What follows belongs to an exercise in optimizing a design on an open flow for small area and a short achievable clock period; a production flow would make more cautious choices.
RTL that was checked went through simulation tests only; none was proved equivalent to the original.
For run 1, only the layout was checked, not whether the RTL still works.

==> flow/design.v (outline; a module is shown in full before it is edited, if it fits) <==
// module izhikevich_neuron: 917 lines
module izhikevich_neuron #(parameter DT = 16'h0100)
(
    input wire clk,
    input wire rst,
    input wire [15:0] I,
    output reg spike
);
  // ...
==> flow/run.sh <==
#!/bin/bash
# synth_recipe.tcl (not shown) runs the flow's synth.tcl, then flattens the netlist and writes it again
# the make line also repeats each setting of config.mk as NAME=value (left out here)
make -C /OpenROAD-flow-scripts/flow DESIGN_CONFIG=/design/flow/config.mk WORK_HOME=/design/flow/orfs CLKGATE_MAP_FILE= SYNTH_SCRIPT=/design/flow/synth_recipe.tcl finish
==> flow/config.mk <==
export PLATFORM = sky130hd
export DESIGN_NAME = izhikevich_neuron
export DESIGN_NICKNAME = izhikevich_neuron
export VERILOG_FILES = /design/flow/design.v
export SDC_FILE = /design/flow/constraint.sdc
export NUM_CORES = 4
export LEC_CHECK = 0
export CAP_MARGIN = 20
export CORE_MARGIN = 2
export CORE_UTILIZATION = 40
export PLACE_DENSITY = 0.6
export SLEW_MARGIN = 20
==> flow/constraint.sdc <==
create_clock -name core_clock -period 12.0 [get_ports {clk}]
set_input_delay 2.4000 -clock core_clock [delete_from_list [all_inputs] [get_ports {clk}]]
set_output_delay 2.4000 -clock core_clock [all_outputs]
set_load 0.01 [all_outputs]
==> results.toml, run 1 <==
[status]
status = "complete, no violations"

[detailed_routing]
routed.top_layer = "met4"
route.met3.wl_um = 639
route.met2.wl_mm = 7.97

[setup_path]
path_common_cell = "fa_1"
timing.rr.start = "v[5]$_DFF_PP0_"
crit_type = "flip-flop to flip-flop"
cp_slowest_stage_delay_ns = 0.83
rr_endpoint = "v[12]$_DFF_PP1_"
cp.arrival_ns = 9.68

[floorplanning]
die_h_um = 143
io_pins = 19
start_util_pct = 41.0
die_w_um = 143

[grt]
grt_most_used_layer = "met2"
grt.met2_usage_pct = 30.9
use_met1_pct = 27.0

[final_layout]
seq_cell_count = 33
reg_top3 = "u: 16 flops, v: 16 flops, spike: 1 flops"
inverters_excl_clock = 207
final_common_cell = "inv_1"
drive_gt1_share_pct = 3.51

[min_path]
hp-start = "u[15]$_DFF_PP0_"

[yosys]
syn_nets = 1049
netlist_area_mm2 = 0.00771

[cts]
clock_path_buffers = 2
cts_made_buffers = 5

[place]
dp_hpwl_mm = 14.0

[timing]
worst_pin_slew_ns = 0.784
period_needed_ns = 9.50

[run]
drv_cap = 0
==> run 2: changes to the inputs <==
==> flow/design.v (replaced) <==
module izhikevich_neuron #(parameter DT = 16'h0100)
(
    input wire clk,
    input wire rst,
    input wire [15:0] I,
    output reg spike
);
    reg [15:0] v, u;
    wire sp = ~v[15] & (v[14:0] >= 15'd7680);
  wire pp1 = v[0] & v[2];
  wire pp2 = v[0] & v[3];
  wire pp3 = v[0] & v[4];
  wire pp4 = v[0] & v[5];
  wire pp5 = v[0] & v[6];
  wire pp6 = v[0] & v[7];
  wire pp7 = v[0] & v[8];
  wire pp8 = v[0] & v[9];
  wire pp9 = v[0] & v[10];
  wire pp10 = v[0] & v[11];
  wire pp11 = v[0] & v[12];
  wire pp12 = v[0] & v[13];
  wire pp13 = v[0] & v[14];
  wire pd14 = v[1] & ~v[0];
  wire pd15 = v[1] & v[0];
  wire pp16 = v[1] & v[3];
  wire pp17 = v[1] & v[4];
  wire pp18 = v[1] & v[5];
  wire pp19 = v[1] & v[6];
  wire pp20 = v[1] & v[7];
  wire pp21 = v[1] & v[8];
  wire pp22 = v[1] & v[9];
  wire pp23 = v[1] & v[10];
  wire pp24 = v[1] & v[11];
  wire pp25 = v[1] & v[12];
  wire pp26 = v[1] & v[13];
  wire pp27 = v[1] & v[14];
  wire pd28 = v[2] & ~v[1];
  wire pd29 = v[2] & v[1];
  wire pp30 = v[2] & v[4];
  wire pp31 = v[2] & v[5];
  wire pp32 = v[2] & v[6];
  wire pp33 = v[2] & v[7];
  wire pp34 = v[2] & v[8];
  wire pp35 = v[2] & v[9];
  wire pp36 = v[2] & v[10];
  wire pp37 = v[2] & v[11];
  wire pp38 = v[2] & v[12];
  wire pp39 = v[2] & v[13];
  wire pp40 = v[2] & v[14];
  wire pd41 = v[3] & ~v[2];
  wire pd42 = v[3] & v[2];
  wire pp43 = v[3] & v[5];
  wire pp44 = v[3] & v[6];
  wire pp45 = v[3] & v[7];
  wire pp46 = v[3] & v[8];
  wire pp47 = v[3] & v[9];
  wire pp48 = v[3] & v[10];
  wire pp49 = v[3] & v[11];
  wire pp50 = v[3] & v[12];
  wire pp51 = v[3] & v[13];
  wire pp52 = v[3] & v[14];
  wire pd53 = v[4] & ~v[3];
  wire pd54 = v[4] & v[3];
  wire pp55 = v[4] & v[6];
  wire pp56 = v[4] & v[7];
  wire pp57 = v[4] & v[8];
  wire pp58 = v[4] & v[9];
  wire pp59 = v[4] & v[10];
  wire pp60 = v[4] & v[11];
  wire pp61 = v[4] & v[12];
  wire pp62 = v[4] & v[13];
  wire pp63 = v[4] & v[14];
  wire pd64 = v[5] & ~v[4];
  wire pd65 = v[5] & v[4];
  wire pp66 = v[5] & v[7];
  wire pp67 = v[5] & v[8];
  wire pp68 = v[5] & v[9];
  wire pp69 = v[5] & v[10];
  wire pp70 = v[5] & v[11];
  wire pp71 = v[5] & v[12];
  wire pp72 = v[5] & v[13];
  wire pp73 = v[5] & v[14];
  wire pd74 = v[6] & ~v[5];
  wire pd75 = v[6] & v[5];
  wire pp76 = v[6] & v[8];
  wire pp77 = v[6] & v[9];
  wire pp78 = v[6] & v[10];
  wire pp79 = v[6] & v[11];
  wire pp80 = v[6] & v[12];
  wire pp81 = v[6] & v[13];
  wire pp82 = v[6] & v[14];
  wire pd83 = v[7] & ~v[6];
  wire pd84 = v[7] & v[6];
  wire pp85 = v[7] & v[9];
  wire pp86 = v[7] & v[10];
  wire pp87 = v[7] & v[11];
  wire pp88 = v[7] & v[12];
  wire pp89 = v[7] & v[13];
  wire pp90 = v[7] & v[14];
  wire pd91 = v[8] & ~v[7];
  wire pd92 = v[8] & v[7];
  wire pp93 = v[8] & v[10];
  wire pp94 = v[8] & v[11];
  wire pp95 = v[8] & v[12];
  wire pp96 = v[8] & v[13];
  wire pp97 = v[8] & v[14];
  wire pd98 = v[9] & ~v[8];
  wire pd99 = v[9] & v[8];
  wire pp100 = v[9] & v[11];
  wire pp101 = v[9] & v[12];
  wire pp102 = v[9] & v[13];
  wire pd103 = v[10] & ~v[9];
  wire pd104 = v[10] & v[9];
  wire pp105 = v[10] & v[12];
  wire pd106 = v[11] & ~v[10];
  wire pd107 = v[11] & v[10];
  wire pn108 = ~(v[15] & v[0]);
  wire pn109 = ~(v[15] & v[1]);
  wire pn110 = ~(v[15] & v[2]);
  wire pn111 = ~(v[15] & v[3]);
  wire pn112 = ~(v[15] & v[4]);
  wire pn113 = ~(v[15] & v[5]);
  wire pn114 = ~(v[15] & v[6]);
  wire pn115 = ~(v[15] & v[7]);
  wire qs116 = pp3 ^ pp16 ^ pd29;
  wire qc117 = (pp3 & pp16) | (pp3 & pd29) | (pp16 & pd29);
  wire qs118 = pp4 ^ pp17 ^ pd41;
  wire qc119 = (pp4 & pp17) | (pp4 & pd41) | (pp17 & pd41);
  wire qs120 = pp5 ^ pp18 ^ pp30;
  wire qc121 = (pp5 & pp18) | (pp5 & pp30) | (pp18 & pp30);
  wire qs122 = pd42 ^ qc119 ^ qs120;
  wire qc123 = (pd42 & qc119) | (pd42 & qs120) | (qc119 & qs120);
  wire qs124 = pp6 ^ pp19 ^ pp31;
  wire qc125 = (pp6 & pp19) | (pp6 & pp31) | (pp19 & pp31);
  wire qs126 = pd53 ^ qc121 ^ qs124;
  wire qc127 = (pd53 & qc121) | (pd53 & qs124) | (qc121 & qs124);
  wire qs128 = pp7 ^ pp20 ^ pp32;
  wire qc129 = (pp7 & pp20) | (pp7 & pp32) | (pp20 & pp32);
  wire qs130 = pp43 ^ pd54 ^ qc125;
  wire qc131 = (pp43 & pd54) | (pp43 & qc125) | (pd54 & qc125);
  wire qs132 = qs128 ^ qc127 ^ qs130;
  wire qc133 = (qs128 & qc127) | (qs128 & qs130) | (qc127 & qs130);
  wire qs134 = pp8 ^ pp21 ^ pp33;
  wire qc135 = (pp8 & pp21) | (pp8 & pp33) | (pp21 & pp33);
  wire qs136 = pp44 ^ pd64 ^ qc129;
  wire qc137 = (pp44 & pd64) | (pp44 & qc129) | (pd64 & qc129);
  wire qs138 = qs134 ^ qc131 ^ qs136;
  wire qc139 = (qs134 & qc131) | (qs134 & qs136) | (qc131 & qs136);
  wire qs140 = pp9 ^ pp22 ^ pp34;
  wire qc141 = (pp9 & pp22) | (pp9 & pp34) | (pp22 & pp34);
  wire qs142 = pp45 ^ pp55 ^ pd65;
  wire qc143 = (pp45 & pp55) | (pp45 & pd65) | (pp55 & pd65);
  wire qs144 = qc135 ^ qs140 ^ qs142;
  wire qc145 = (qc135 & qs140) | (qc135 & qs142) | (qs140 & qs142);
  wire qs146 = qc137 ^ qs144 ^ qc139;
  wire qc147 = (qc137 & qs144) | (qc137 & qc139) | (qs144 & qc139);
  wire qs148 = pp10 ^ pp23 ^ pp35;
  wire qc149 = (pp10 & pp23) | (pp10 & pp35) | (pp23 & pp35);
  wire qs150 = pp46 ^ pp56 ^ pd74;
  wire qc151 = (pp46 & pp56) | (pp46 & pd74) | (pp56 & pd74);
  wire qs152 = qc141 ^ qc143 ^ qs148;
  wire qc153 = (qc141 & qc143) | (qc141 & qs148) | (qc143 & qs148);
  wire qs154 = qs150 ^ qc145 ^ qs152;
  wire qc155 = (qs150 & qc145) | (qs150 & qs152) | (qc145 & qs152);
  wire qs156 = pp11 ^ pp24 ^ pp36;
  wire qc157 = (pp11 & pp24) | (pp11 & pp36) | (pp24 & pp36);
  wire qs158 = pp47 ^ pp57 ^ pp66;
  wire qc159 = (pp47 & pp57) | (pp47 & pp66) | (pp57 & pp66);
  wire qs160 = pd75 ^ qc149 ^ qc151;
  wire qc161 = (pd75 & qc149) | (pd75 & qc151) | (qc149 & qc151);
  wire qs162 = qs156 ^ qs158 ^ qc153;
  wire qc163 = (qs156 & qs158) | (qs156 & qc153) | (qs158 & qc153);
  wire qs164 = qs160 ^ qc155 ^ qs162;
  wire qc165 = (qs160 & qc155) | (qs160 & qs162) | (qc155 & qs162);
  wire qs166 = pp12 ^ pp25 ^ pp37;
  wire qc167 = (pp12 & pp25) | (pp12 & pp37) | (pp25 & pp37);
  wire qs168 = pp48 ^ pp58 ^ pp67;
  wire qc169 = (pp48 & pp58) | (pp48 & pp67) | (pp58 & pp67);
  wire qs170 = pd83 ^ qc157 ^ qc159;
  wire qc171 = (pd83 & qc157) | (pd83 & qc159) | (qc157 & qc159);
  wire qs172 = qs166 ^ qs168 ^ qc161;
  wire qc173 = (qs166 & qs168) | (qs166 & qc161) | (qs168 & qc161);
  wire qs174 = qs170 ^ qc163 ^ qs172;
  wire qc175 = (qs170 & qc163) | (qs170 & qs172) | (qc163 & qs172);
  wire qs176 = pp13 ^ pp26 ^ pp38;
  wire qc177 = (pp13 & pp26) | (pp13 & pp38) | (pp26 & pp38);
  wire qs178 = pp49 ^ pp59 ^ pp68;
  wire qc179 = (pp49 & pp59) | (pp49 & pp68) | (pp59 & pp68);
  wire qs180 = pp76 ^ pd84 ^ qc167;
  wire qc181 = (pp76 & pd84) | (pp76 & qc167) | (pd84 & qc167);
  wire qs182 = qc169 ^ qs176 ^ qs178;
  wire qc183 = (qc169 & qs176) | (qc169 & qs178) | (qs176 & qs178);
  wire qs184 = qc171 ^ qs180 ^ qs182;
  wire qc185 = (qc171 & qs180) | (qc171 & qs182) | (qs180 & qs182);
  wire qs186 = qc173 ^ qs184 ^ qc175;
  wire qc187 = (qc173 & qs184) | (qc173 & qc175) | (qs184 & qc175);
  wire qs188 = 1'b1 ^ pp27 ^ pp39;
  wire qc189 = (1'b1 & pp27) | (1'b1 & pp39) | (pp27 & pp39);
  wire qs190 = pp50 ^ pp60 ^ pp69;
  wire qc191 = (pp50 & pp60) | (pp50 & pp69) | (pp60 & pp69);
  wire qs192 = pp77 ^ pd91 ^ pn108;
  wire qc193 = (pp77 & pd91) | (pp77 & pn108) | (pd91 & pn108);
  wire qs194 = qc177 ^ qc179 ^ qs188;
  wire qc195 = (qc177 & qc179) | (qc177 & qs188) | (qc179 & qs188);
  wire qs196 = qs190 ^ qs192 ^ qc181;
  wire qc197 = (qs190 & qs192) | (qs190 & qc181) | (qs192 & qc181);
  wire qs198 = qc183 ^ qs194 ^ qc185;
  wire qc199 = (qc183 & qs194) | (qc183 & qc185) | (qs194 & qc185);
  wire qs200 = qs196 ^ qs198 ^ qc187;
  wire qc201 = (qs196 & qs198) | (qs196 & qc187) | (qs198 & qc187);
  wire qs202 = pp40 ^ pp51 ^ pp61;
  wire qc203 = (pp40 & pp51) | (pp40 & pp61) | (pp51 & pp61);
  wire qs204 = pp70 ^ pp78 ^ pp85;
  wire qc205 = (pp70 & pp78) | (pp70 & pp85) | (pp78 & pp85);
  wire qs206 = pd92 ^ pn109 ^ qc189;
  wire qc207 = (pd92 & pn109) | (pd92 & qc189) | (pn109 & qc189);
  wire qs208 = qc191 ^ qc193 ^ qs202;
  wire qc209 = (qc191 & qc193) | (qc191 & qs202) | (qc193 & qs202);
  wire qs210 = qs204 ^ qc195 ^ qs206;
  wire qc211 = (qs204 & qc195) | (qs204 & qs206) | (qc195 & qs206);
  wire qs212 = qs208 ^ qc197 ^ qs210;
  wire qc213 = (qs208 & qc197) | (qs208 & qs210) | (qc197 & qs210);
  wire qs214 = qc199 ^ qs212 ^ qc201;
  wire qc215 = (qc199 & qs212) | (qc199 & qc201) | (qs212 & qc201);
  wire qs216 = pp52 ^ pp62 ^ pp71;
  wire qc217 = (pp52 & pp62) | (pp52 & pp71) | (pp62 & pp71);
  wire qs218 = pp79 ^ pp86 ^ pd98;
  wire qc219 = (pp79 & pp86) | (pp79 & pd98) | (pp86 & pd98);
  wire qs220 = pn110 ^ qc203 ^ qc205;
  wire qc221 = (pn110 & qc203) | (pn110 & qc205) | (qc203 & qc205);
  wire qs222 = qs216 ^ qs218 ^ qc207;
  wire qc223 = (qs216 & qs218) | (qs216 & qc207) | (qs218 & qc207);
  wire qs224 = qc209 ^ qs220 ^ qc211;
  wire qc225 = (qc209 & qs220) | (qc209 & qc211) | (qs220 & qc211);
  wire qs226 = qs222 ^ qc213 ^ qs224;
  wire qc227 = (qs222 & qc213) | (qs222 & qs224) | (qc213 & qs224);
  wire qs228 = pp63 ^ pp72 ^ pp80;
  wire qc229 = (pp63 & pp72) | (pp63 & pp80) | (pp72 & pp80);
  wire qs230 = pp87 ^ pp93 ^ pd99;
  wire qc231 = (pp87 & pp93) | (pp87 & pd99) | (pp93 & pd99);
  wire qs232 = pn111 ^ qc217 ^ qc219;
  wire qc233 = (pn111 & qc217) | (pn111 & qc219) | (qc217 & qc219);
  wire qs234 = qs228 ^ qs230 ^ qc221;
  wire qc235 = (qs228 & qs230) | (qs228 & qc221) | (qs230 & qc221);
  wire qs236 = qs232 ^ qc223 ^ qs234;
  wire qc237 = (qs232 & qc223) | (qs232 & qs234) | (qc223 & qs234);
  wire qs238 = qc225 ^ qs236 ^ qc227;
  wire qc239 = (qc225 & qs236) | (qc225 & qc227) | (qs236 & qc227);
  wire qs240 = pp73 ^ pp81 ^ pp88;
  wire qc241 = (pp73 & pp81) | (pp73 & pp88) | (pp81 & pp88);
  wire qs242 = pp94 ^ pd103 ^ pn112;
  wire qc243 = (pp94 & pd103) | (pp94 & pn112) | (pd103 & pn112);
  wire qs244 = qc229 ^ qc231 ^ qs240;
  wire qc245 = (qc229 & qc231) | (qc229 & qs240) | (qc231 & qs240);
  wire qs246 = qs242 ^ qc233 ^ qs244;
  wire qc247 = (qs242 & qc233) | (qs242 & qs244) | (qc233 & qs244);
  wire qs248 = qc235 ^ qs246 ^ qc237;
  wire qc249 = (qc235 & qs246) | (qc235 & qc237) | (qs246 & qc237);
  wire qs250 = pp82 ^ pp89 ^ pp95;
  wire qc251 = (pp82 & pp89) | (pp82 & pp95) | (pp89 & pp95);
  wire qs252 = pp100 ^ pd104 ^ pn113;
  wire qc253 = (pp100 & pd104) | (pp100 & pn113) | (pd104 & pn113);
  wire qs254 = qc241 ^ qc243 ^ qs250;
  wire qc255 = (qc241 & qc243) | (qc241 & qs250) | (qc243 & qs250);
  wire qs256 = qs252 ^ qc245 ^ qs254;
  wire qc257 = (qs252 & qc245) | (qs252 & qs254) | (qc245 & qs254);
  wire qs258 = qc247 ^ qs256 ^ qc249;
  wire qc259 = (qc247 & qs256) | (qc247 & qc249) | (qs256 & qc249);
  wire qs260 = pp90 ^ pp96 ^ pp101;
  wire qc261 = (pp90 & pp96) | (pp90 & pp101) | (pp96 & pp101);
  wire qs262 = pd106 ^ pn114 ^ qc251;
  wire qc263 = (pd106 & pn114) | (pd106 & qc251) | (pn114 & qc251);
  wire qs264 = qc253 ^ qs260 ^ qc255;
  wire qc265 = (qc253 & qs260) | (qc253 & qc255) | (qs260 & qc255);
  wire qs266 = qs262 ^ qc257 ^ qs264;
  wire qc267 = (qs262 & qc257) | (qs262 & qs264) | (qc257 & qs264);
  wire qs268 = pp97 ^ pp102 ^ pp105;
  wire qc269 = (pp97 & pp102) | (pp97 & pp105) | (pp102 & pp105);
  wire qs270 = pd107 ^ pn115 ^ qc261;
  wire qc271 = (pd107 & pn115) | (pd107 & qc261) | (pn115 & qc261);
  wire qs272 = qs268 ^ qc263 ^ qs270;
  wire qc273 = (qs268 & qc263) | (qs268 & qs270) | (qc263 & qs270);
  wire qs274 = qc265 ^ qs272 ^ qc267;
  wire qc275 = (qc265 & qs272) | (qc265 & qc267) | (qs272 & qc267);
  wire ag276 = pp1 & pd15;
  wire ap277 = pp1 ^ pd15;
  wire ag278 = pp2 & pd28;
  wire ap279 = pp2 ^ pd28;
  wire ag280 = qc117 & qs118;
  wire ap281 = qc117 ^ qs118;
  wire ag282 = qc123 & qs126;
  wire ap283 = qc123 ^ qs126;
  wire ag284 = qc133 & qs138;
  wire ap285 = qc133 ^ qs138;
  wire ag286 = qc147 & qs154;
  wire ap287 = qc147 ^ qs154;
  wire ag288 = qc165 & qs174;
  wire ap289 = qc165 ^ qs174;
  wire ag290 = qc215 & qs226;
  wire ap291 = qc215 ^ qs226;
  wire ag292 = qc239 & qs248;
  wire ap293 = qc239 ^ qs248;
  wire ag294 = qc259 & qs266;
  wire ap295 = qc259 ^ qs266;
  wire aP296 = ap277 & pd14;
  wire aG297 = qs116 & ag278;
  wire aP298 = qs116 & ap279;
  wire aG299 = qs122 & ag280;
  wire aP300 = qs122 & ap281;
  wire aG301 = qs132 & ag282;
  wire aP302 = qs132 & ap283;
  wire aG303 = qs146 & ag284;
  wire aP304 = qs146 & ap285;
  wire aG305 = qs164 & ag286;
  wire aP306 = qs164 & ap287;
  wire aG307 = qs186 & ag288;
  wire aP308 = qs186 & ap289;
  wire aP309 = qs214 & qs200;
  wire aG310 = qs238 & ag290;
  wire aP311 = qs238 & ap291;
  wire aG312 = qs258 & ag292;
  wire aP313 = qs258 & ap293;
  wire aG314 = qs274 & ag294;
  wire aP315 = qs274 & ap295;
  wire aP316 = pd14 & 1'b0;
  wire aP317 = aP296 & 1'b0;
  wire aG318 = ag280 | (ap281 & aG297);
  wire aP319 = ap281 & aP298;
  wire aG320 = aG299 | (aP300 & aG297);
  wire aP321 = aP300 & aP298;
  wire aG322 = ag284 | (ap285 & aG301);
  wire aP323 = ap285 & aP302;
  wire aG324 = aG303 | (aP304 & aG301);
  wire aP325 = aP304 & aP302;
  wire aG326 = ag288 | (ap289 & aG305);
  wire aP327 = ap289 & aP306;
  wire aG328 = aG307 | (aP308 & aG305);
  wire aP329 = aP308 & aP306;
  wire aP330 = ap291 & aP309;
  wire aP331 = aP311 & aP309;
  wire aG332 = ag294 | (ap295 & aG312);
  wire aP333 = ap295 & aP313;
  wire aG334 = aG314 | (aP315 & aG312);
  wire aP335 = aP315 & aP313;
  wire aG336 = ag278 | (ap279 & ag276);
  wire aP337 = ap279 & aP317;
  wire aG338 = aG297 | (aP298 & ag276);
  wire aP339 = aP298 & aP317;
  wire aG340 = aG318 | (aP319 & ag276);
  wire aP341 = aP319 & aP317;
  wire aG342 = aG320 | (aP321 & ag276);
  wire aP343 = aP321 & aP317;
  wire aG344 = ag286 | (ap287 & aG324);
  wire aP345 = ap287 & aP325;
  wire aG346 = aG305 | (aP306 & aG324);
  wire aP347 = aP306 & aP325;
  wire aG348 = aG326 | (aP327 & aG324);
  wire aP349 = aP327 & aP325;
  wire aG350 = aG328 | (aP329 & aG324);
  wire aP351 = aP329 & aP325;
  wire aG352 = ag292 | (ap293 & aG310);
  wire aP353 = ap293 & aP331;
  wire aG354 = aG312 | (aP313 & aG310);
  wire aP355 = aP313 & aP331;
  wire aG356 = aG332 | (aP333 & aG310);
  wire aP357 = aP333 & aP331;
  wire aG358 = aG334 | (aP335 & aG310);
  wire aP359 = aP335 & aP331;
  wire aG360 = ag282 | (ap283 & aG342);
  wire aP361 = ap283 & aP343;
  wire aG362 = aG301 | (aP302 & aG342);
  wire aP363 = aP302 & aP343;
  wire aG364 = aG322 | (aP323 & aG342);
  wire aP365 = aP323 & aP343;
  wire aG366 = aG324 | (aP325 & aG342);
  wire aP367 = aP325 & aP343;
  wire aG368 = aG344 | (aP345 & aG342);
  wire aP369 = aP345 & aP343;
  wire aG370 = aG346 | (aP347 & aG342);
  wire aP371 = aP347 & aP343;
  wire aG372 = aG348 | (aP349 & aG342);
  wire aP373 = aP349 & aP343;
  wire aG374 = aG350 | (aP351 & aG342);
  wire aP375 = aP351 & aP343;
  wire aG376 = qs200 & aG374;
  wire aP377 = qs200 & aP375;
  wire aG378 = aP309 & aG374;
  wire aP379 = aP309 & aP375;
  wire aG380 = ag290 | (aP330 & aG374);
  wire aP381 = aP330 & aP375;
  wire aG382 = aG310 | (aP331 & aG374);
  wire aP383 = aP331 & aP375;
  wire aG384 = aG352 | (aP353 & aG374);
  wire aP385 = aP353 & aP375;
  wire aG386 = aG354 | (aP355 & aG374);
  wire aP387 = aP355 & aP375;
  wire aG388 = aG356 | (aP357 & aG374);
  wire aP389 = aP357 & aP375;
  wire aG390 = aG358 | (aP359 & aG374);
  wire aP391 = aP359 & aP375;
  wire as392 = ap283 ^ aG342;
  wire as393 = qs132 ^ aG360;
  wire as394 = ap285 ^ aG362;
  wire as395 = qs146 ^ aG364;
  wire as396 = ap287 ^ aG366;
  wire as397 = qs164 ^ aG368;
  wire as398 = ap289 ^ aG370;
  wire as399 = qs186 ^ aG372;
  wire as400 = qs200 ^ aG374;
  wire as401 = qs214 ^ aG376;
  wire as402 = ap291 ^ aG378;
  wire as403 = qs238 ^ aG380;
  wire as404 = ap293 ^ aG382;
  wire as405 = qs258 ^ aG384;
  wire as406 = ap295 ^ aG386;
  wire as407 = qs274 ^ aG388;
  wire [15:0] vsq = {as407, as406, as405, as404, as403, as402, as401, as400, as399, as398, as397, as396, as395, as394, as393, as392};
  wire [15:0] x;
  assign x[0] = u[0];
  wire xg408 = v[0] & ~u[1];
  wire xp409 = v[0] ^ ~u[1];
  wire xg410 = v[1] & ~u[2];
  wire xp411 = v[1] ^ ~u[2];
  wire xg412 = v[2] & ~u[3];
  wire xp413 = v[2] ^ ~u[3];
  wire xg414 = v[3] & ~u[4];
  wire xp415 = v[3] ^ ~u[4];
  wire xg416 = v[4] & ~u[5];
  wire xp417 = v[4] ^ ~u[5];
  wire xg418 = v[5] & ~u[6];
  wire xp419 = v[5] ^ ~u[6];
  wire xg420 = v[6] & ~u[7];
  wire xp421 = v[6] ^ ~u[7];
  wire xg422 = v[7] & ~u[8];
  wire xp423 = v[7] ^ ~u[8];
  wire xg424 = v[8] & ~u[9];
  wire xp425 = v[8] ^ ~u[9];
  wire xg426 = v[9] & ~u[10];
  wire xp427 = v[9] ^ ~u[10];
  wire xg428 = v[10] & ~u[11];
  wire xp429 = v[10] ^ ~u[11];
  wire xg430 = v[11] & ~u[12];
  wire xp431 = v[11] ^ ~u[12];
  wire xg432 = v[12] & ~u[13];
  wire xp433 = v[12] ^ ~u[13];
  wire xg434 = v[13] & ~u[14];
  wire xp435 = v[13] ^ ~u[14];
  wire xg436 = v[14] & ~u[15];
  wire xp437 = v[14] ^ ~u[15];
  wire xG438 = xg408 | (xp409 & ~u[0]);
  wire xP439 = xp409 & 1'b0;
  wire xG440 = xg412 | (xp413 & xg410);
  wire xP441 = xp413 & xp411;
  wire xG442 = xg416 | (xp417 & xg414);
  wire xP443 = xp417 & xp415;
  wire xG444 = xg420 | (xp421 & xg418);
  wire xP445 = xp421 & xp419;
  wire xG446 = xg424 | (xp425 & xg422);
  wire xP447 = xp425 & xp423;
  wire xG448 = xg428 | (xp429 & xg426);
  wire xP449 = xp429 & xp427;
  wire xG450 = xg432 | (xp433 & xg430);
  wire xP451 = xp433 & xp431;
  wire xG452 = xg436 | (xp437 & xg434);
  wire xP453 = xp437 & xp435;
  wire xG454 = xG440 | (xP441 & xG438);
  wire xP455 = xP441 & xP439;
  wire xG456 = xG444 | (xP445 & xG442);
  wire xP457 = xP445 & xP443;
  wire xG458 = xG448 | (xP449 & xG446);
  wire xP459 = xP449 & xP447;
  wire xG460 = xG452 | (xP453 & xG450);
  wire xP461 = xP453 & xP451;
  wire xG462 = xG456 | (xP457 & xG454);
  wire xP463 = xP457 & xP455;
  wire xG464 = xG460 | (xP461 & xG458);
  wire xP465 = xP461 & xP459;
  wire xG466 = xG464 | (xP465 & xG462);
  wire xP467 = xP465 & xP463;
  wire xG468 = xG458 | (xP459 & xG462);
  wire xP469 = xP459 & xP463;
  wire xG470 = xG442 | (xP443 & xG454);
  wire xP471 = xP443 & xP455;
  wire xG472 = xG446 | (xP447 & xG462);
  wire xP473 = xP447 & xP463;
  wire xG474 = xG450 | (xP451 & xG468);
  wire xP475 = xP451 & xP469;
  wire xG476 = xg410 | (xp411 & xG438);
  wire xP477 = xp411 & xP439;
  wire xG478 = xg414 | (xp415 & xG454);
  wire xP479 = xp415 & xP455;
  wire xG480 = xg418 | (xp419 & xG470);
  wire xP481 = xp419 & xP471;
  wire xG482 = xg422 | (xp423 & xG462);
  wire xP483 = xp423 & xP463;
  wire xG484 = xg426 | (xp427 & xG472);
  wire xP485 = xp427 & xP473;
  wire xG486 = xg430 | (xp431 & xG468);
  wire xP487 = xp431 & xP469;
  wire xG488 = xg434 | (xp435 & xG474);
  wire xP489 = xp435 & xP475;
  wire xs490 = xp409 ^ ~u[0];
  wire xs491 = xp411 ^ xG438;
  wire xs492 = xp413 ^ xG476;
  wire xs493 = xp415 ^ xG454;
  wire xs494 = xp417 ^ xG478;
  wire xs495 = xp419 ^ xG470;
  wire xs496 = xp421 ^ xG480;
  wire xs497 = xp423 ^ xG462;
  wire xs498 = xp425 ^ xG482;
  wire xs499 = xp427 ^ xG472;
  wire xs500 = xp429 ^ xG484;
  wire xs501 = xp431 ^ xG468;
  wire xs502 = xp433 ^ xG486;
  wire xs503 = xp435 ^ xG474;
  wire xs504 = xp437 ^ xG488;
  assign x[15:1] = {xs504, xs503, xs502, xs501, xs500, xs499, xs498, xs497, xs496, xs495, xs494, xs493, xs492, xs491, xs490};
  wire ws505 = x[0] ^ I[0] ^ vsq[0];
  wire wc506 = (x[0] & I[0]) | (x[0] & vsq[0]) | (I[0] & vsq[0]);
  wire ws507 = vsq[2] ^ vsq[5] ^ ws505;
  wire wc508 = (vsq[2] & vsq[5]) | (vsq[2] & ws505) | (vsq[5] & ws505);
  wire ws509 = x[1] ^ I[1] ^ vsq[1];
  wire wc510 = (x[1] & I[1]) | (x[1] & vsq[1]) | (I[1] & vsq[1]);
  wire ws511 = vsq[3] ^ vsq[6] ^ wc506;
  wire wc512 = (vsq[3] & vsq[6]) | (vsq[3] & wc506) | (vsq[6] & wc506);
  wire ws513 = ws509 ^ wc508 ^ ws511;
  wire wc514 = (ws509 & wc508) | (ws509 & ws511) | (wc508 & ws511);
  wire ws515 = v[0] ^ x[2] ^ I[2];
  wire wc516 = (v[0] & x[2]) | (v[0] & I[2]) | (x[2] & I[2]);
  wire ws517 = ws515 ^ vsq[2] ^ vsq[4];
  wire wc518 = (ws515 & vsq[2]) | (ws515 & vsq[4]) | (vsq[2] & vsq[4]);
  wire ws519 = vsq[7] ^ wc510 ^ ws517;
  wire wc520 = (vsq[7] & wc510) | (vsq[7] & ws517) | (wc510 & ws517);
  wire ws521 = wc512 ^ ws519 ^ wc514;
  wire wc522 = (wc512 & ws519) | (wc512 & wc514) | (ws519 & wc514);
  wire ws523 = v[1] ^ x[3] ^ I[3];
  wire wc524 = (v[1] & x[3]) | (v[1] & I[3]) | (x[3] & I[3]);
  wire ws525 = wc516 ^ ws523 ^ vsq[3];
  wire wc526 = (wc516 & ws523) | (wc516 & vsq[3]) | (ws523 & vsq[3]);
  wire ws527 = vsq[5] ^ vsq[8] ^ wc518;
  wire wc528 = (vsq[5] & vsq[8]) | (vsq[5] & wc518) | (vsq[8] & wc518);
  wire ws529 = ws525 ^ wc520 ^ ws527;
  wire wc530 = (ws525 & wc520) | (ws525 & ws527) | (wc520 & ws527);
  wire ws531 = v[2] ^ x[4] ^ I[4];
  wire wc532 = (v[2] & x[4]) | (v[2] & I[4]) | (x[4] & I[4]);
  wire ws533 = wc524 ^ ws531 ^ vsq[4];
  wire wc534 = (wc524 & ws531) | (wc524 & vsq[4]) | (ws531 & vsq[4]);
  wire ws535 = vsq[6] ^ vsq[9] ^ wc526;
  wire wc536 = (vsq[6] & vsq[9]) | (vsq[6] & wc526) | (vsq[9] & wc526);
  wire ws537 = ws533 ^ wc528 ^ ws535;
  wire wc538 = (ws533 & wc528) | (ws533 & ws535) | (wc528 & ws535);
  wire ws539 = v[3] ^ x[5] ^ I[5];
  wire wc540 = (v[3] & x[5]) | (v[3] & I[5]) | (x[5] & I[5]);
  wire ws541 = wc532 ^ ws539 ^ vsq[5];
  wire wc542 = (wc532 & ws539) | (wc532 & vsq[5]) | (ws539 & vsq[5]);
  wire ws543 = vsq[7] ^ vsq[10] ^ wc534;
  wire wc544 = (vsq[7] & vsq[10]) | (vsq[7] & wc534) | (vsq[10] & wc534);
  wire ws545 = ws541 ^ wc536 ^ ws543;
  wire wc546 = (ws541 & wc536) | (ws541 & ws543) | (wc536 & ws543);
  wire ws547 = v[4] ^ x[6] ^ I[6];
  wire wc548 = (v[4] & x[6]) | (v[4] & I[6]) | (x[6] & I[6]);
  wire ws549 = wc540 ^ ws547 ^ vsq[6];
  wire wc550 = (wc540 & ws547) | (wc540 & vsq[6]) | (ws547 & vsq[6]);
  wire ws551 = vsq[8] ^ vsq[11] ^ wc542;
  wire wc552 = (vsq[8] & vsq[11]) | (vsq[8] & wc542) | (vsq[11] & wc542);
  wire ws553 = ws549 ^ wc544 ^ ws551;
  wire wc554 = (ws549 & wc544) | (ws549 & ws551) | (wc544 & ws551);
  wire ws555 = v[5] ^ x[7] ^ I[7];
  wire wc556 = (v[5] & x[7]) | (v[5] & I[7]) | (x[7] & I[7]);
  wire ws557 = wc548 ^ ws555 ^ vsq[7];
  wire wc558 = (wc548 & ws555) | (wc548 & vsq[7]) | (ws555 & vsq[7]);
  wire ws559 = vsq[9] ^ vsq[12] ^ wc550;
  wire wc560 = (vsq[9] & vsq[12]) | (vsq[9] & wc550) | (vsq[12] & wc550);
  wire ws561 = ws557 ^ wc552 ^ ws559;
  wire wc562 = (ws557 & wc552) | (ws557 & ws559) | (wc552 & ws559);
  wire ws563 = v[6] ^ x[8] ^ I[8];
  wire wc564 = (v[6] & x[8]) | (v[6] & I[8]) | (x[8] & I[8]);
  wire ws565 = wc556 ^ ws563 ^ vsq[8];
  wire wc566 = (wc556 & ws563) | (wc556 & vsq[8]) | (ws563 & vsq[8]);
  wire ws567 = vsq[10] ^ vsq[13] ^ wc558;
  wire wc568 = (vsq[10] & vsq[13]) | (vsq[10] & wc558) | (vsq[13] & wc558);
  wire ws569 = ws565 ^ wc560 ^ ws567;
  wire wc570 = (ws565 & wc560) | (ws565 & ws567) | (wc560 & ws567);
  wire ws571 = v[7] ^ x[9] ^ I[9];
  wire wc572 = (v[7] & x[9]) | (v[7] & I[9]) | (x[9] & I[9]);
  wire ws573 = wc564 ^ ws571 ^ vsq[9];
  wire wc574 = (wc564 & ws571) | (wc564 & vsq[9]) | (ws571 & vsq[9]);
  wire ws575 = vsq[11] ^ vsq[14] ^ wc566;
  wire wc576 = (vsq[11] & vsq[14]) | (vsq[11] & wc566) | (vsq[14] & wc566);
  wire ws577 = ws573 ^ wc568 ^ ws575;
  wire wc578 = (ws573 & wc568) | (ws573 & ws575) | (wc568 & ws575);
  wire ws579 = v[8] ^ x[10] ^ I[10];
  wire wc580 = (v[8] & x[10]) | (v[8] & I[10]) | (x[10] & I[10]);
  wire ws581 = wc572 ^ ws579 ^ vsq[10];
  wire wc582 = (wc572 & ws579) | (wc572 & vsq[10]) | (ws579 & vsq[10]);
  wire ws583 = vsq[12] ^ ~vsq[15] ^ wc574;
  wire wc584 = (vsq[12] & ~vsq[15]) | (vsq[12] & wc574) | (~vsq[15] & wc574);
  wire ws585 = ws581 ^ wc576 ^ ws583;
  wire wc586 = (ws581 & wc576) | (ws581 & ws583) | (wc576 & ws583);
  wire ws587 = 1'b1 ^ v[9] ^ x[11];
  wire wc588 = (1'b1 & v[9]) | (1'b1 & x[11]) | (v[9] & x[11]);
  wire ws589 = I[11] ^ ws587 ^ wc580;
  wire wc590 = (I[11] & ws587) | (I[11] & wc580) | (ws587 & wc580);
  wire ws591 = ws589 ^ vsq[11] ^ vsq[13];
  wire wc592 = (ws589 & vsq[11]) | (ws589 & vsq[13]) | (vsq[11] & vsq[13]);
  wire ws593 = wc582 ^ ws591 ^ wc584;
  wire wc594 = (wc582 & ws591) | (wc582 & wc584) | (ws591 & wc584);
  wire ws595 = v[10] ^ x[12] ^ I[12];
  wire wc596 = (v[10] & x[12]) | (v[10] & I[12]) | (x[12] & I[12]);
  wire ws597 = wc588 ^ ws595 ^ wc590;
  wire wc598 = (wc588 & ws595) | (wc588 & wc590) | (ws595 & wc590);
  wire ws599 = ws597 ^ vsq[12] ^ vsq[14];
  wire wc600 = (ws597 & vsq[12]) | (ws597 & vsq[14]) | (vsq[12] & vsq[14]);
  wire ws601 = wc592 ^ ws599;
  wire wc602 = wc592 & ws599;
  wire ws603 = 1'b1 ^ v[11] ^ x[13];
  wire wc604 = (1'b1 & v[11]) | (1'b1 & x[13]) | (v[11] & x[13]);
  wire ws605 = I[13] ^ ws603 ^ wc596;
  wire wc606 = (I[13] & ws603) | (I[13] & wc596) | (ws603 & wc596);
  wire ws607 = ws605 ^ wc598 ^ vsq[13];
  wire wc608 = (ws605 & wc598) | (ws605 & vsq[13]) | (wc598 & vsq[13]);
  wire ws609 = ~vsq[15] ^ wc600 ^ ws607;
  wire wc610 = (~vsq[15] & wc600) | (~vsq[15] & ws607) | (wc600 & ws607);
  wire ws611 = 1'b1 ^ v[12] ^ x[14];
  wire wc612 = (1'b1 & v[12]) | (1'b1 & x[14]) | (v[12] & x[14]);
  wire ws613 = I[14] ^ wc604 ^ ws611;
  wire wc614 = (I[14] & wc604) | (I[14] & ws611) | (wc604 & ws611);
  wire ws615 = ws613 ^ wc606 ^ vsq[14];
  wire wc616 = (ws613 & wc606) | (ws613 & vsq[14]) | (wc606 & vsq[14]);
  wire ws617 = wc608 ^ ws615 ^ wc610;
  wire wc618 = (wc608 & ws615) | (wc608 & wc610) | (ws615 & wc610);
  wire ws619 = 1'b1 ^ v[13] ^ x[15];
  wire wc620 = (1'b1 & v[13]) | (1'b1 & x[15]) | (v[13] & x[15]);
  wire ws621 = I[15] ^ wc612 ^ ws619;
  wire wc622 = (I[15] & wc612) | (I[15] & ws619) | (wc612 & ws619);
  wire ws623 = wc614 ^ ws621 ^ ~vsq[15];
  wire wc624 = (wc614 & ws621) | (wc614 & ~vsq[15]) | (ws621 & ~vsq[15]);
  wire ws625 = wc616 ^ ws623;
  wire wc626 = wc616 & ws623;
  wire bg627 = vsq[0] & vsq[3];
  wire bp628 = vsq[0] ^ vsq[3];
  wire bg629 = vsq[1] & vsq[4];
  wire bp630 = vsq[1] ^ vsq[4];
  wire bg631 = wc522 & ws529;
  wire bp632 = wc522 ^ ws529;
  wire bg633 = wc530 & ws537;
  wire bp634 = wc530 ^ ws537;
  wire bg635 = wc538 & ws545;
  wire bp636 = wc538 ^ ws545;
  wire bg637 = wc546 & ws553;
  wire bp638 = wc546 ^ ws553;
  wire bg639 = wc554 & ws561;
  wire bp640 = wc554 ^ ws561;
  wire bg641 = wc562 & ws569;
  wire bp642 = wc562 ^ ws569;
  wire bg643 = wc570 & ws577;
  wire bp644 = wc570 ^ ws577;
  wire bg645 = wc578 & ws585;
  wire bp646 = wc578 ^ ws585;
  wire bg647 = wc586 & ws593;
  wire bp648 = wc586 ^ ws593;
  wire bg649 = wc594 & ws601;
  wire bp650 = wc594 ^ ws601;
  wire bg651 = wc602 & ws609;
  wire bp652 = wc602 ^ ws609;
  wire bg653 = wc618 & ws625;
  wire bp654 = wc618 ^ ws625;
  wire bP655 = vsq[1] & vsq[0];
  wire bP656 = bp628 & vsq[2];
  wire bG657 = ws507 & bg629;
  wire bP658 = ws507 & bp630;
  wire bP659 = ws521 & ws513;
  wire bG660 = bg633 | (bp634 & bg631);
  wire bP661 = bp634 & bp632;
  wire bG662 = bg637 | (bp638 & bg635);
  wire bP663 = bp638 & bp636;
  wire bG664 = bg641 | (bp642 & bg639);
  wire bP665 = bp642 & bp640;
  wire bG666 = bg645 | (bp646 & bg643);
  wire bP667 = bp646 & bp644;
  wire bG668 = bg649 | (bp650 & bg647);
  wire bP669 = bp650 & bp648;
  wire bG670 = ws617 & bg651;
  wire bP671 = ws617 & bp652;
  wire bP672 = vsq[2] & bP655;
  wire bP673 = bP656 & bP655;
  wire bG674 = ws513 & bG657;
  wire bP675 = ws513 & bP658;
  wire bG676 = bP659 & bG657;
  wire bP677 = bP659 & bP658;
  wire bG678 = bg635 | (bp636 & bG660);
  wire bP679 = bp636 & bP661;
  wire bG680 = bG662 | (bP663 & bG660);
  wire bP681 = bP663 & bP661;
  wire bG682 = bg643 | (bp644 & bG664);
  wire bP683 = bp644 & bP665;
  wire bG684 = bG666 | (bP667 & bG664);
  wire bP685 = bP667 & bP665;
  wire bG686 = bg651 | (bp652 & bG668);
  wire bP687 = bp652 & bP669;
  wire bG688 = bG670 | (bP671 & bG668);
  wire bP689 = bP671 & bP669;
  wire bG690 = bg629 | (bp630 & bg627);
  wire bP691 = bp630 & bP673;
  wire bG692 = bG657 | (bP658 & bg627);
  wire bP693 = bP658 & bP673;
  wire bG694 = bG674 | (bP675 & bg627);
  wire bP695 = bP675 & bP673;
  wire bG696 = bG676 | (bP677 & bg627);
  wire bP697 = bP677 & bP673;
  wire bG698 = bg639 | (bp640 & bG680);
  wire bP699 = bp640 & bP681;
  wire bG700 = bG664 | (bP665 & bG680);
  wire bP701 = bP665 & bP681;
  wire bG702 = bG682 | (bP683 & bG680);
  wire bP703 = bP683 & bP681;
  wire bG704 = bG684 | (bP685 & bG680);
  wire bP705 = bP685 & bP681;
  wire bG706 = bg653 | (bp654 & bG688);
  wire bP707 = bp654 & bP689;
  wire bG708 = bg631 | (bp632 & bG696);
  wire bP709 = bp632 & bP697;
  wire bG710 = bG660 | (bP661 & bG696);
  wire bP711 = bP661 & bP697;
  wire bG712 = bG678 | (bP679 & bG696);
  wire bP713 = bP679 & bP697;
  wire bG714 = bG680 | (bP681 & bG696);
  wire bP715 = bP681 & bP697;
  wire bG716 = bG698 | (bP699 & bG696);
  wire bP717 = bP699 & bP697;
  wire bG718 = bG700 | (bP701 & bG696);
  wire bP719 = bP701 & bP697;
  wire bG720 = bG702 | (bP703 & bG696);
  wire bP721 = bP703 & bP697;
  wire bG722 = bG704 | (bP705 & bG696);
  wire bP723 = bP705 & bP697;
  wire bG724 = bg647 | (bp648 & bG722);
  wire bP725 = bp648 & bP723;
  wire bG726 = bG668 | (bP669 & bG722);
  wire bP727 = bP669 & bP723;
  wire bG728 = bG686 | (bP687 & bG722);
  wire bP729 = bP687 & bP723;
  wire bG730 = bG688 | (bP689 & bG722);
  wire bP731 = bP689 & bP723;
  wire bG732 = bG706 | (bP707 & bG722);
  wire bP733 = bP707 & bP723;
  wire bs734 = ws507 ^ bG690;
  wire bs735 = ws513 ^ bG692;
  wire bs736 = ws521 ^ bG694;
  wire bs737 = bp632 ^ bG696;
  wire bs738 = bp634 ^ bG708;
  wire bs739 = bp636 ^ bG710;
  wire bs740 = bp638 ^ bG712;
  wire bs741 = bp640 ^ bG714;
  wire bs742 = bp642 ^ bG716;
  wire bs743 = bp644 ^ bG718;
  wire bs744 = bp646 ^ bG720;
  wire bs745 = bp648 ^ bG722;
  wire bs746 = bp650 ^ bG724;
  wire bs747 = bp652 ^ bG726;
  wire bs748 = ws617 ^ bG728;
  wire bs749 = bp654 ^ bG730;
  wire [15:0] vn = {bs749, bs748, bs747, bs746, bs745, bs744, bs743, bs742, bs741, bs740, bs739, bs738, bs737, bs736, bs735, bs734};
  wire [15:0] xg = x & {16{~sp}};
  wire ys750 = xg[0] ^ xg[2] ^ xg[6];
  wire yc751 = (xg[0] & xg[2]) | (xg[0] & xg[6]) | (xg[2] & xg[6]);
  wire ys752 = xg[1] ^ xg[3] ^ xg[7];
  wire yc753 = (xg[1] & xg[3]) | (xg[1] & xg[7]) | (xg[3] & xg[7]);
  wire ys754 = u[0] ^ xg[2] ^ xg[4];
  wire yc755 = (u[0] & xg[2]) | (u[0] & xg[4]) | (xg[2] & xg[4]);
  wire ys756 = xg[8] ^ yc753 ^ ys754;
  wire yc757 = (xg[8] & yc753) | (xg[8] & ys754) | (yc753 & ys754);
  wire ys758 = u[1] ^ xg[3] ^ xg[5];
  wire yc759 = (u[1] & xg[3]) | (u[1] & xg[5]) | (xg[3] & xg[5]);
  wire ys760 = xg[9] ^ yc755 ^ ys758;
  wire yc761 = (xg[9] & yc755) | (xg[9] & ys758) | (yc755 & ys758);
  wire ys762 = u[2] ^ xg[4] ^ xg[6];
  wire yc763 = (u[2] & xg[4]) | (u[2] & xg[6]) | (xg[4] & xg[6]);
  wire ys764 = xg[10] ^ yc759 ^ ys762;
  wire yc765 = (xg[10] & yc759) | (xg[10] & ys762) | (yc759 & ys762);
  wire ys766 = u[3] ^ xg[5] ^ xg[7];
  wire yc767 = (u[3] & xg[5]) | (u[3] & xg[7]) | (xg[5] & xg[7]);
  wire ys768 = xg[11] ^ yc763 ^ ys766;
  wire yc769 = (xg[11] & yc763) | (xg[11] & ys766) | (yc763 & ys766);
  wire ys770 = u[4] ^ xg[6] ^ xg[8];
  wire yc771 = (u[4] & xg[6]) | (u[4] & xg[8]) | (xg[6] & xg[8]);
  wire ys772 = xg[12] ^ yc767 ^ ys770;
  wire yc773 = (xg[12] & yc767) | (xg[12] & ys770) | (yc767 & ys770);
  wire ys774 = u[5] ^ xg[7] ^ xg[9];
  wire yc775 = (u[5] & xg[7]) | (u[5] & xg[9]) | (xg[7] & xg[9]);
  wire ys776 = xg[13] ^ yc771 ^ ys774;
  wire yc777 = (xg[13] & yc771) | (xg[13] & ys774) | (yc771 & ys774);
  wire ys778 = u[6] ^ xg[8] ^ xg[10];
  wire yc779 = (u[6] & xg[8]) | (u[6] & xg[10]) | (xg[8] & xg[10]);
  wire ys780 = xg[14] ^ yc775 ^ ys778;
  wire yc781 = (xg[14] & yc775) | (xg[14] & ys778) | (yc775 & ys778);
  wire ys782 = 1'b1 ^ u[7] ^ xg[9];
  wire yc783 = (1'b1 & u[7]) | (1'b1 & xg[9]) | (u[7] & xg[9]);
  wire ys784 = xg[11] ^ ~xg[15] ^ yc779;
  wire yc785 = (xg[11] & ~xg[15]) | (xg[11] & yc779) | (~xg[15] & yc779);
  wire ys786 = ys782 ^ yc781 ^ ys784;
  wire yc787 = (ys782 & yc781) | (ys782 & ys784) | (yc781 & ys784);
  wire ys788 = 1'b1 ^ u[8] ^ xg[10];
  wire yc789 = (1'b1 & u[8]) | (1'b1 & xg[10]) | (u[8] & xg[10]);
  wire ys790 = xg[12] ^ yc783 ^ ys788;
  wire yc791 = (xg[12] & yc783) | (xg[12] & ys788) | (yc783 & ys788);
  wire ys792 = yc785 ^ ys790 ^ yc787;
  wire yc793 = (yc785 & ys790) | (yc785 & yc787) | (ys790 & yc787);
  wire ys794 = 1'b1 ^ u[9] ^ xg[11];
  wire yc795 = (1'b1 & u[9]) | (1'b1 & xg[11]) | (u[9] & xg[11]);
  wire ys796 = xg[13] ^ yc789 ^ ys794;
  wire yc797 = (xg[13] & yc789) | (xg[13] & ys794) | (yc789 & ys794);
  wire ys798 = yc791 ^ ys796 ^ yc793;
  wire yc799 = (yc791 & ys796) | (yc791 & yc793) | (ys796 & yc793);
  wire ys800 = 1'b1 ^ u[10] ^ xg[12];
  wire yc801 = (1'b1 & u[10]) | (1'b1 & xg[12]) | (u[10] & xg[12]);
  wire ys802 = xg[14] ^ yc795 ^ ys800;
  wire yc803 = (xg[14] & yc795) | (xg[14] & ys800) | (yc795 & ys800);
  wire ys804 = yc797 ^ ys802;
  wire yc805 = yc797 & ys802;
  wire ys806 = u[11] ^ sp ^ xg[13];
  wire yc807 = (u[11] & sp) | (u[11] & xg[13]) | (sp & xg[13]);
  wire ys808 = ~xg[15] ^ yc801 ^ ys806;
  wire yc809 = (~xg[15] & yc801) | (~xg[15] & ys806) | (yc801 & ys806);
  wire ys810 = yc803 ^ ys808 ^ yc805;
  wire yc811 = (yc803 & ys808) | (yc803 & yc805) | (ys808 & yc805);
  wire ys812 = 1'b1 ^ u[12] ^ xg[14];
  wire yc813 = (1'b1 & u[12]) | (1'b1 & xg[14]) | (u[12] & xg[14]);
  wire ys814 = yc807 ^ ys812 ^ yc809;
  wire yc815 = (yc807 & ys812) | (yc807 & yc809) | (ys812 & yc809);
  wire ys816 = u[13] ^ ~xg[15] ^ yc813;
  wire yc817 = (u[13] & ~xg[15]) | (u[13] & yc813) | (~xg[15] & yc813);
  wire ys818 = 1'b1 ^ u[14];
  wire yc819 = 1'b1 & u[14];
  wire ys820 = 1'b1 ^ u[15] ^ yc819;
  wire yc821 = (1'b1 & u[15]) | (1'b1 & yc819) | (u[15] & yc819);
  wire cg822 = xg[0] & xg[4];
  wire cp823 = xg[0] ^ xg[4];
  wire cg824 = xg[1] & xg[5];
  wire cp825 = xg[1] ^ xg[5];
  wire cg826 = yc751 & ys752;
  wire cp827 = yc751 ^ ys752;
  wire cg828 = yc757 & ys760;
  wire cp829 = yc757 ^ ys760;
  wire cg830 = yc761 & ys764;
  wire cp831 = yc761 ^ ys764;
  wire cg832 = yc765 & ys768;
  wire cp833 = yc765 ^ ys768;
  wire cg834 = yc769 & ys772;
  wire cp835 = yc769 ^ ys772;
  wire cg836 = yc773 & ys776;
  wire cp837 = yc773 ^ ys776;
  wire cg838 = yc777 & ys780;
  wire cp839 = yc777 ^ ys780;
  wire cg840 = yc799 & ys804;
  wire cp841 = yc799 ^ ys804;
  wire cg842 = yc811 & ys814;
  wire cp843 = yc811 ^ ys814;
  wire cg844 = yc815 & ys816;
  wire cp845 = yc815 ^ ys816;
  wire cg846 = yc817 & ys818;
  wire cp847 = yc817 ^ ys818;
  wire cP848 = xg[1] & xg[0];
  wire cP849 = xg[3] & xg[2];
  wire cG850 = cg824 | (cp825 & cg822);
  wire cP851 = cp825 & cp823;
  wire cP852 = cp827 & ys750;
  wire cP853 = cp829 & ys756;
  wire cG854 = cg832 | (cp833 & cg830);
  wire cP855 = cp833 & cp831;
  wire cG856 = cg836 | (cp837 & cg834);
  wire cP857 = cp837 & cp835;
  wire cG858 = ys786 & cg838;
  wire cP859 = ys786 & cp839;
  wire cP860 = ys798 & ys792;
  wire cG861 = ys810 & cg840;
  wire cP862 = ys810 & cp841;
  wire cG863 = cg844 | (cp845 & cg842);
  wire cP864 = cp845 & cp843;
  wire cG865 = ys820 & cg846;
  wire cP866 = ys820 & cp847;
  wire cP867 = cP849 & cP848;
  wire cG868 = cg826 | (cP852 & cG850);
  wire cP869 = cP852 & cP851;
  wire cG870 = cG854 | (cP855 & cg828);
  wire cP871 = cP855 & cP853;
  wire cG872 = cG858 | (cP859 & cG856);
  wire cP873 = cP859 & cP857;
  wire cP874 = cP862 & cP860;
  wire cG875 = cG865 | (cP866 & cG863);
  wire cP876 = cP866 & cP864;
  wire cP877 = cP869 & cP867;
  wire cG878 = cG872 | (cP873 & cG870);
  wire cP879 = cP873 & cP871;
  wire cG880 = cG875 | (cP876 & cG861);
  wire cP881 = cP876 & cP874;
  wire cG882 = cG878 | (cP879 & cG868);
  wire cP883 = cP879 & cP877;
  wire cG884 = cG880 | (cP881 & cG882);
  wire cP885 = cP881 & cP883;
  wire cG886 = cG870 | (cP871 & cG868);
  wire cP887 = cP871 & cP877;
  wire cG888 = cG861 | (cP874 & cG882);
  wire cP889 = cP874 & cP883;
  wire cP890 = cP851 & cP867;
  wire cG891 = cg828 | (cP853 & cG868);
  wire cP892 = cP853 & cP877;
  wire cG893 = cG856 | (cP857 & cG886);
  wire cP894 = cP857 & cP887;
  wire cG895 = cP860 & cG882;
  wire cP896 = cP860 & cP883;
  wire cG897 = cG863 | (cP864 & cG888);
  wire cP898 = cP864 & cP889;
  wire cP899 = xg[2] & cP848;
  wire cP900 = cp823 & cP867;
  wire cG901 = ys750 & cG850;
  wire cP902 = ys750 & cP890;
  wire cG903 = ys756 & cG868;
  wire cP904 = ys756 & cP877;
  wire cG905 = cg830 | (cp831 & cG891);
  wire cP906 = cp831 & cP892;
  wire cG907 = cg834 | (cp835 & cG886);
  wire cP908 = cp835 & cP887;
  wire cG909 = cg838 | (cp839 & cG893);
  wire cP910 = cp839 & cP894;
  wire cG911 = ys792 & cG882;
  wire cP912 = ys792 & cP883;
  wire cG913 = cg840 | (cp841 & cG895);
  wire cP914 = cp841 & cP896;
  wire cG915 = cg842 | (cp843 & cG888);
  wire cP916 = cp843 & cP889;
  wire cG917 = cg846 | (cp847 & cG897);
  wire cP918 = cp847 & cP898;
  wire cs919 = ys756 ^ cG868;
  wire cs920 = cp829 ^ cG903;
  wire cs921 = cp831 ^ cG891;
  wire cs922 = cp833 ^ cG905;
  wire cs923 = cp835 ^ cG886;
  wire cs924 = cp837 ^ cG907;
  wire cs925 = cp839 ^ cG893;
  wire cs926 = ys786 ^ cG909;
  wire cs927 = ys792 ^ cG882;
  wire cs928 = ys798 ^ cG911;
  wire cs929 = cp841 ^ cG895;
  wire cs930 = ys810 ^ cG913;
  wire cs931 = cp843 ^ cG888;
  wire cs932 = cp845 ^ cG915;
  wire cs933 = cp847 ^ cG897;
  wire cs934 = ys820 ^ cG917;
  wire [15:0] un = {cs934, cs933, cs932, cs931, cs930, cs929, cs928, cs927, cs926, cs925, cs924, cs923, cs922, cs921, cs920, cs919};
    always @(posedge clk or posedge rst) begin
        if (rst) begin
            v <= 16'hBF00;
            u <= 16'h0000;
            spike <= 1'b0;
        end else begin
            v <= sp ? 16'hBF00 : vn;
            u <= un;
            spike <= sp;
        end
    end
endmodule
==> flow/flow/run.sh (new file) <==
#!/bin/bash
# Standard ORFS layout, plus one netlist pass between synthesis and floorplan:
# flow/polar.py re-chooses the polarity of the full-adder cells that Yosys's
# extract_fa left behind, removing redundant inverters (see polar.py).
set -euo pipefail
W=$(pwd)
R=$W/orfs/results/${FLOW_PLATFORM}/izhikevich_neuron/base
bash standard.sh synth > $W/log_synth.txt 2>&1
cp $R/1_2_yosys.v $W/netlist_standard.v
python3 $W/flow/polar.py $W/netlist_standard.v $W/netlist_polar.v > $W/log_polar.txt 2>&1
cp $W/netlist_polar.v $R/1_2_yosys.v
touch $R/1_2_yosys.v
bash standard.sh finish > $W/log_finish.txt 2>&1
==> flow/flow/polar.py (new file) <==
#!/usr/bin/env python3
"""Re-choose the polarity of full adders in a mapped sky130 netlist.

A full adder is self-dual: FA(~a,~b,~c) = (~sum, ~cout).  Yosys's extract_fa
leaves many inverters between adder cells; this pass removes every inverter
(except ones driving ports), chooses for each fa cell whether it works on
inverted signals, and re-inserts one inverter per signal that is still needed
in the other polarity.  Registers and all other cells are unchanged.
usage: polar.py in.v out.v
"""
import re, sys, random

src = open(sys.argv[1]).read()
m = re.search(r'^\s*module\s+(\S+)\s*\(', src, re.M)
body_start = src.index(';', m.end()) + 1
end = src.rindex('endmodule')
body = src[body_start:end]

inst_re = re.compile(r'^\s*(sky130_fd_sc_hd__\w+)\s+(\S+)\s*\((.*?)\);\s*$', re.S | re.M)
pin_re = re.compile(r'\.(\w+)\(\s*(.*?)\s*\)\s*(?:,|$)', re.S)
OUTPINS = {'X', 'Y', 'Q', 'Q_N', 'SUM', 'COUT', 'HI', 'LO', 'GCLK'}

cells = []
decl_lines = []
pos = 0
for mm in inst_re.finditer(body):
    pre = body[pos:mm.start()]
    decl_lines.append(pre)
    pos = mm.end()
    typ, name, pins = mm.group(1), mm.group(2), mm.group(3)
    conns = [(p, n) for p, n in pin_re.findall(pins)]
    cells.append([typ, name, conns])
tail = body[pos:]
if 'assign' in ''.join(decl_lines) + tail:
    sys.exit('assign statements not supported')

out_ports = set()
for mm in re.finditer(r'^\s*output\s+(\[(\d+):(\d+)\]\s*)?(\S+?)\s*;', src[:end], re.M):
    if mm.group(1):
        hi, lo = int(mm.group(2)), int(mm.group(3))
        for i in range(min(hi, lo), max(hi, lo) + 1):
            out_ports.add(f"{mm.group(4)}[{i}]")
    else:
        out_ports.add(mm.group(4))

def is_inv(t):
    return re.fullmatch(r'sky130_fd_sc_hd__(clk)?inv_\d+', t) is not None

driver = {}
for ci, (t, n, conns) in enumerate(cells):
    for p, net in conns:
        if p in OUTPINS:
            driver[net] = (ci, p)

removable = set()
for ci, (t, n, conns) in enumerate(cells):
    if is_inv(t):
        d = dict(conns)
        if d['Y'] not in out_ports:
            removable.add(ci)

def root(net):
    par = 0
    seen = 0
    while net in driver and driver[net][0] in removable:
        ci = driver[net][0]
        net = dict(cells[ci][2])['A']
        par ^= 1
        seen += 1
        if seen > 100:
            sys.exit('inverter loop')
    return net, par

# consumers: (cell index, pin index) -> (root, parity)
fa_idx = [ci for ci, c in enumerate(cells) if c[0].startswith('sky130_fd_sc_hd__fa_')]
fa_set = set(fa_idx)
cons = {}   # root -> list of (ci, parity)
pinref = []
for ci, (t, n, conns) in enumerate(cells):
    if ci in removable:
        continue
    for k, (p, net) in enumerate(conns):
        if p in OUTPINS:
            continue
        r, par = root(net)
        pinref.append((ci, k, r, par))
        cons.setdefault(r, []).append((ci, par))
# output ports that are driven through removable inverters are protected above;
# ports driven directly are roots with a parity-0 "consumer"
for net in out_ports:
    r, par = root(net)
    assert par == 0 and r == net
    cons.setdefault(r, []).append((-1, 0))

def drv_fa(r):
    d = driver.get(r)
    if d is not None and d[0] in fa_set:
        return d[0]
    return None

flip = {ci: 0 for ci in fa_idx}
def root_cost(r):
    f = drv_fa(r)
    nat = flip[f] if f is not None else 0
    for ci, par in cons.get(r, []):
        need = par ^ (flip[ci] if ci in fa_set else 0)
        if need != nat:
            return 1
    return 0

roots_of_fa = {}
for ci in fa_idx:
    rs = set()
    for p, net in cells[ci][2]:
        if p in OUTPINS:
            rs.add(net)
        else:
            rs.add(root(net)[0])
    roots_of_fa[ci] = rs
all_roots = set(cons)
def total():
    return sum(root_cost(r) for r in all_roots)

before = len(removable)
best = total()
random.seed(1)
cur = best
best_flip = dict(flip)
for it in range(60):
    improved = True
    while improved:
        improved = False
        for ci in fa_idx:
            rs = roots_of_fa[ci]
            c0 = sum(root_cost(r) for r in rs)
            flip[ci] ^= 1
            c1 = sum(root_cost(r) for r in rs)
            if c1 < c0:
                cur += c1 - c0
                improved = True
            else:
                flip[ci] ^= 1
    if cur < best:
        best = cur
        best_flip = dict(flip)
    flip = dict(best_flip)
    cur = best
    for ci in random.sample(fa_idx, max(1, len(fa_idx) // 10)):
        flip[ci] ^= 1
    cur = total()
flip = best_flip
print(f"polar: {len(fa_idx)} fa cells, {before} inverters removed, {best} inserted, "
      f"{sum(flip.values())} fa cells flipped", file=sys.stderr)

def esc(n):
    return n + ' ' if n.startswith('\\') else n

# rewrite
newnets = []
invnet = {}
def inv_of(r):
    if r not in invnet:
        nn = f"_pol{len(invnet)}_"
        invnet[r] = nn
        newnets.append(nn)
    return invnet[r]
for ci, k, r, par in pinref:
    f = drv_fa(r)
    nat = flip[f] if f is not None else 0
    need = par ^ (flip[ci] if ci in fa_set else 0)
    p, net = cells[ci][2][k]
    cells[ci][2][k] = (p, r if need == nat else inv_of(r))
out = [src[:body_start]]
out.append(''.join(decl_lines).rstrip('\n') + '\n')
for nn in newnets:
    out.append(f"  wire {nn};\n")
for ci, (t, n, conns) in enumerate(cells):
    if ci in removable:
        continue
    pins = ",\n".join(f"    .{p}({esc(net)})" for p, net in conns)
    out.append(f"  {t} {n} (\n{pins}\n  );\n")
for i, (r, nn) in enumerate(invnet.items()):
    out.append(f"  sky130_fd_sc_hd__inv_1 _polinv{i}_ (\n    .A({esc(r)}),\n    .Y({nn})\n  );\n")
out.append(tail)
out.append(src[end:])
open(sys.argv[2], 'w').write(''.join(out))
==> flow/standard.sh (new file) <==
#!/bin/bash
# synth_recipe.tcl (not shown) runs the flow's synth.tcl, then flattens the netlist and writes it again
# the make line also repeats each setting of config.mk as NAME=value (left out here)
make -C /OpenROAD-flow-scripts/flow DESIGN_CONFIG=/design/flow/config.mk WORK_HOME=/design/flow/orfs CLKGATE_MAP_FILE= SYNTH_SCRIPT=/design/flow/synth_recipe.tcl "${@:-finish}"
removed: flow/run.sh
==> run 2 against run 1 <==
Net effect:
- core utilization is 0.77 points lower
- routed wire length is 2.3% lower
- via count is 7.5% lower
- sequential share of layout area is 0.35 points higher
- global-route usage is 0.094 points lower
- synthesized cell count is 12% lower
- register-to-register slack better by 1.2 ns
- highest routed layer unchanged
==> results.toml, run 2 <==
[timing]
fmax_ghz = 0.121
finClkSkew_ns = 0.00538
worst_pin_slew_ns = 0.848
whs_ns = 0.589
final-setup-viol-count = 0
grt_setup_unrepaired = "false"
tns_ns = 0
slew_headroom_pct = 43.4
slew_violations = 0
fin_ws_ns = 3.73
hold_viol = 0
fin_crit_sh_pct = 68.9
period_needed_ns = 8.27

[detailed_routing]
wl_per_cell_um = 17.3
totalWireLength_mm = 16.6
via_per_inst = 4.98
drt_pass1_iterations = 4
remaining_drc_errors = 0
drtIter0Drc = 168
postRouteAntennaNets = 0
num_vias = 4777

[setup_path]
end_kind = "flip-flop"
cp.arrival_ns = 8.49
crit_type = "flip-flop to flip-flop"
cp_slowest_stage_delay_ns = 0.72
path_max_fanout = 16
critPathTopFamily = "adder cells"
cp_num_buf_inv = 4
required_ns = 12.21
path_common_cell = "fa_1"
critPathLaunchType = "flip-flop"
slowest_stage = "dfrtp_1"

[floorplanning]
rows = 50
start_util_pct = 40.5
core-area_mm2 = 0.0185
die_w_um = 141
io_pins = 19
dieArea_mm2 = 0.0198
die_h_um = 141

[cts]
clock_sinks = 33
cts_tree = "yes"
cts-root-buf = "clkbuf_16"
post_cts_buffers = 0
h-tree-depth = 2
clk_latency_ns = 0.28
postCtsHoldBufs = 0
post_cts_resized = 0
clock_path_buffers = 2
cts.clk_slew.worst_paths_ns = 0.06
cts_made_buffers = 5

[status]
status = "complete, no violations"

[final_layout]
final_common_cell = "fa_1"
multi_input_area_mm2 = 0.00617
mostFrequentLayoutCells = "fa_1 (166), inv_1 (109), nand2_1 (60), ha_1 (60), and2_1 (53)"
nFillCells = 1820
drive_gt1_share_pct = 4.28
nets = 968
reg_top3 = "u: 16 flops, v: 16 flops, spike: 1 flops"
antenna_cells = 0
area_delta_synth_final_pct = 7.27
register_area_um2 = 835

[min_path]
worst_hold_path_type = "flip-flop to flip-flop"

[grt]
grt_pass1_vias = 5394
grt_pass1_wl_mm = 28.6
grt_max_degree = 34
grt-ovfl-total = 0
grt_usage_pct = 18.5
antenna_found_initial = 0

[run]
drv_cap = 0

[place]
dp_hpwl_mm = 13.7
pre_cts_slack_ns = 3.65
place_congestion = 0.778
portBuffers = 18

[yosys]
synth_area_per_cell_um2 = 10.4
syn_nets = 961
ys_warn_count = 1
netlist_area_mm2 = 0.00749
syn_inst = 717
-- run 2: cell type report --
cell class / instances / share of cell area [%]
clock buffers: 5 / 1.56
clock inverters: 3 / 0.218
inverters: 109 / 5.09
multi-input cells: 556 / 76.8
flip-flops and latches: 33 / 10.4
well taps: 234 / 3.64
repair buffers: 19 / 2.34
-- run 2: routing by layer --
layer,routed length (µm),vias to the layer above,GRT usage (%),part of all wire [%]
met5,0,-,0,0
met4,200,0,2.58,1.2
met3,411,15,2.21,2.5
met2,8260,63,31.7,50
met1,7680,2465,26.1,46
li1,-,2234,-,-
-- run 2: path summary, 6_finish.rpt --
kind                                  from         endpoint  slack [ns]  cells after the start
max reg2reg                 v[3]$_DFF_PP0_  v[15]$_DFF_PP1_        3.73                     28
max                         v[3]$_DFF_PP0_  v[15]$_DFF_PP1_        3.73                     28
min in group asynchronous              rst  spike$_DFF_PP0_        2.53                      3
max in group asynchronous              rst  v[10]$_DFF_PP1_        9.12                      3
min                        u[14]$_DFF_PP0_  u[15]$_DFF_PP0_        0.59                      2
min reg2reg                u[14]$_DFF_PP0_  u[15]$_DFF_PP0_        0.59                      2
-- run 2: worst min-delay path: cells and delay by family, from the launching register on --
family | cells | cell delay, ns
XOR/XNOR | 1 | 0.14
buffers and inverters | 1 | 0.09
flip-flops | 1 | 0.32
-- run 2: per-stage QoR --
step                      instance area, µm²  utilization [%]  std cells
after floorplan                         7490                -        717
after global placement                  7890             42.6        951
after detailed placement                7890             42.6        951
after CTS                               8040             43.4        959
after global routing                    8040             43.4        959
final                                   8040             43.4        959

==> what the ideal ports hide <==
How much do the figures lean on ideal ports? The routed layouts below were timed once more, with nothing changed but the port constraints. Step 1: set_driving_cell puts a clkbuf_16 on clk and a buf_2 on each other input, an assumption about the parent block. Step 2 also shifts input and output timing later by t, the mid clock arrival at the registers, as if the neighbouring blocks saw the same clock. a / b / c = no drivers / after step 1 / after step 2; a / b = the first two.
run | t (ns) | slack for setup (ns) | clock arrival spread, ns | slew at the worst register clock pin (ns)
run 1 | 0.313 | 2.504 / 2.504 / 2.504 | 0.006 / 0.006 | 0.06 / 0.06
run 2 | 0.318 | 3.728 / 3.728 / 3.728 | 0.005 / 0.005 | 0.06 / 0.06
After both steps every run listed still meets setup and hold.
